Background: an optimization exercise with open tools, aiming at small area. Do not read the settings as production practice. Only simulation tests tie the RTL to the original design; equivalence was not proved. No activity file was given, so power comes from the tool's default toggle rates.

## garnet
==> module fifo_rx, before the edit <==
module fifo_rx (
    input  wire       clk_i,
    input  wire       reset_i,
    input  wire       wr_en_i,
    input  wire [7:0] wr_data_i,
    output wire       full_o,
    input  wire       rd_i,
    output wire [7:0] rd_data_o,
    output wire       empty_o,
    input  wire [4:0] threshold_i,
    output wire       threshold_o
);
  reg [7:0] ring[0:31];
  reg pend_q;   
  reg ring_has_q;   
  reg [4:0] head_q;   
  reg [4:0] tgt_q;   
  wire [4:0] rlast = head_q - tgt_q;   
  wire [5:0] cnt = ring_has_q ? {1'b0, rlast} + 6'd1 + {5'd0, pend_q} : {5'd0, pend_q};
  wire push = wr_en_i & ~cnt[5];
  wire pop = rd_i & ~empty_o;
  assign full_o = cnt[5];
  assign empty_o = ~ring_has_q & ~pend_q;
  assign threshold_o = cnt[4:0] > threshold_i;
  wire ring_has = ring_has_q;
  wire pop_ring = pop & ring_has;
  wire pop_pend = pop & ~ring_has;
  wire aligned = ~ring_has | (tgt_q[1:0] == 2'b00);
  wire ins = aligned & (pend_q | push) & ~pop_pend;
  wire [2:0] ins_pt = ring_has ? tgt_q[4:2] : 3'd0;
  always_ff @(posedge clk_i)
    if (reset_i) pend_q <= 1'b0;
    else pend_q <= (pend_q | push) & ~ins & ~pop_pend;
  always_ff @(posedge clk_i)
    if (reset_i) ring_has_q <= 1'b0;
    else ring_has_q <= ins | (ring_has & ~(pop_ring & (head_q == tgt_q)));
  always_ff @(posedge clk_i)
    if (!ring_has) begin
      head_q <= 5'd0;
      tgt_q  <= 5'd0;
    end else begin
      if (!pop_ring) head_q <= head_q + 5'd1;
      if (!ins) tgt_q <= tgt_q + 5'd1;
    end
  integer p;
  always_ff @(posedge clk_i)
    for (p = 0; p < 32; p = p + 1)
      if (p % 4 == 0 && ins && ins_pt == p / 4) ring[p] <= wr_data_i;
      else ring[p] <= ring[(p+31)%32];
  wire [3:0] dlo = 4'b1 << head_q[2:1];
  wire [3:0] dhi = 4'b1 << head_q[4:3];
  reg [7:0] tap;   
  integer k;
  always_comb begin
    tap = 8'd0;
    for (k = 0; k < 16; k = k + 1) tap = tap | (ring[2*k] & {8{dlo[k%4] & dhi[k/4]}});
  end
  reg [7:0] hc_q;
  always_ff @(posedge clk_i) hc_q <= tap;
  assign rd_data_o = ring_has ? (head_q[0] ? hc_q : tap) : wr_data_i;
endmodule
clock: 8.0 ns
lec_check: 0
abc_area: 1
cap_margin: 20
core_margin: 2
core_utilization: 72
place_density: 0.9
slew_margin: 20
standard.sh (not shown) runs the stock make flow with config.mk's settings and CLKGATE_MAP_FILE= SYNTH_SCRIPT=/design/flow/synth_recipe.tcl, a recipe that flattens the netlist after the stock synthesis.
==> flow/flow/run.sh <==
#!/bin/bash
# Own layout flow: the standard ORFS flow with four changes.
#  1. Synthesis maps logic with an area-oriented ABC script (flow/abc_area.script,
#     selected by ABC_AREA=1 in config.mk). Everything before ABC, including
#     flip-flop mapping and register names, is the standard synthesis.
#  2. CTS without dummy loads, with clkbuf_4 buffers and small sink clusters.
#  3. Port buffers use sky130_fd_sc_hd__buf_1.
#  4. Global placement keeps timing-driven net weights but drops the buffers
#     its virtual repair would insert (the design has ample setup slack).
set -euo pipefail
W="$(cd "$(dirname "${BASH_SOURCE[0]}")/.." && pwd)"
cd "$W"

# ORFS scripts with only the ABC area script replaced, for synthesis
rm -rf "$W/synth_scripts"
cp -r "$FLOW_HOME/scripts" "$W/synth_scripts"
cp "$W/flow/abc_area.script" "$W/synth_scripts/abc_area.script"
SCRIPTS_DIR="$W/synth_scripts" bash standard.sh synth > "$W/synth.log" 2>&1

export CTS_ARGS="-sink_clustering_enable -repair_clock_nets -dont_use_dummy_load -sink_clustering_size 10 -sink_clustering_max_diameter 40 -buf_list sky130_fd_sc_hd__clkbuf_4"
export BUFFER_PORTS_ARGS="-buffer_cell sky130_fd_sc_hd__buf_1"
export GPL_KEEP_OVERFLOW=0
bash standard.sh > "$W/layout.log" 2>&1
==> flow/flow/abc_area.script <==
&get -n
&st
&deepsyn -T 150 -S 7
&deepsyn -T 150 -S 3
&dch -f
&nf -p -R 1000 -F 10 -A 10 -C 32
&put
topo
diff inputs: garnet => sierra
--- a/flow/design.v
+++ b/flow/design.v
@@ -92,17 +92,20 @@
     output wire       threshold_o
 );
   reg [7:0] ring[0:31];
+  reg [5:0] cnt_q;   
   reg pend_q;   
   reg ring_has_q;   
   reg [4:0] head_q;   
   reg [4:0] tgt_q;   
-  wire [4:0] rlast = head_q - tgt_q;   
-  wire [5:0] cnt = ring_has_q ? {1'b0, rlast} + 6'd1 + {5'd0, pend_q} : {5'd0, pend_q};
-  wire push = wr_en_i & ~cnt[5];
+  wire push = wr_en_i & ~cnt_q[5];
   wire pop = rd_i & ~empty_o;
-  assign full_o = cnt[5];
-  assign empty_o = ~ring_has_q & ~pend_q;
-  assign threshold_o = cnt[4:0] > threshold_i;
+  assign full_o = cnt_q[5];
+  assign empty_o = (cnt_q == 6'd0);
+  assign threshold_o = cnt_q[4:0] > threshold_i;
+  always_ff @(posedge clk_i)
+    if (reset_i) cnt_q <= 6'd0;
+    else if (push & ~pop) cnt_q <= cnt_q + 6'd1;
+    else if (pop & ~push) cnt_q <= cnt_q - 6'd1;
   wire ring_has = ring_has_q;
   wire pop_ring = pop & ring_has;
   wire pop_pend = pop & ~ring_has;
==> comparison <==
- sierra has completed all stages; timing, DRC and antenna checks passed.
- Of sierra and garnet, the run reporting the higher clock network fraction of design power was sierra.
- For sierra, the timing startpoint of the critical path was uart_a_address[7], unlike garnet, where it was uart_d_ready.
- There was hardly any difference in CTS clock-pin slew for the worst setup and hold paths between garnet and sierra.
- NOTE average size of a mapped cell garnet->sierra increased slightly
- Between garnet and sierra, final core utilization decreased.
- Die height: sierra vs garnet up 0.59 um
- On sequential share of layout area, sierra tracks garnet almost exactly.
- Effective utilization at floorplan (higher): garnet

## re-timing with driven ports
How much do the figures lean on ideal ports? The routed layouts below were timed once more, with nothing changed but the port constraints. Step 1 assumes that a clkbuf_16 drives the clock port and a buf_2 every other input. Step 2, shift: input delay + t, output delay - t, t = (earliest + latest rising clock arrival at the registers) / 2. This alone moves slack from input paths to output paths. Slacks: ideal / step 1 / step 2; pairs: ideal / step 1.
run	t, ns	setup slack, ns	worst setup path at the end	worst data-port slew with drivers (ns)	pins driven straight from the clock port
garnet	0.771	3.337 / 3.361 / 2.590	input to register	0.05	1
sierra	0.792	3.431 / 3.459 / 2.666	input to register	0.04	1
After both steps every run listed still meets setup and hold. For sierra, which loses most, drivers alone change the setup slack by +0.028 ns; drivers and shift together by -0.765 ns.
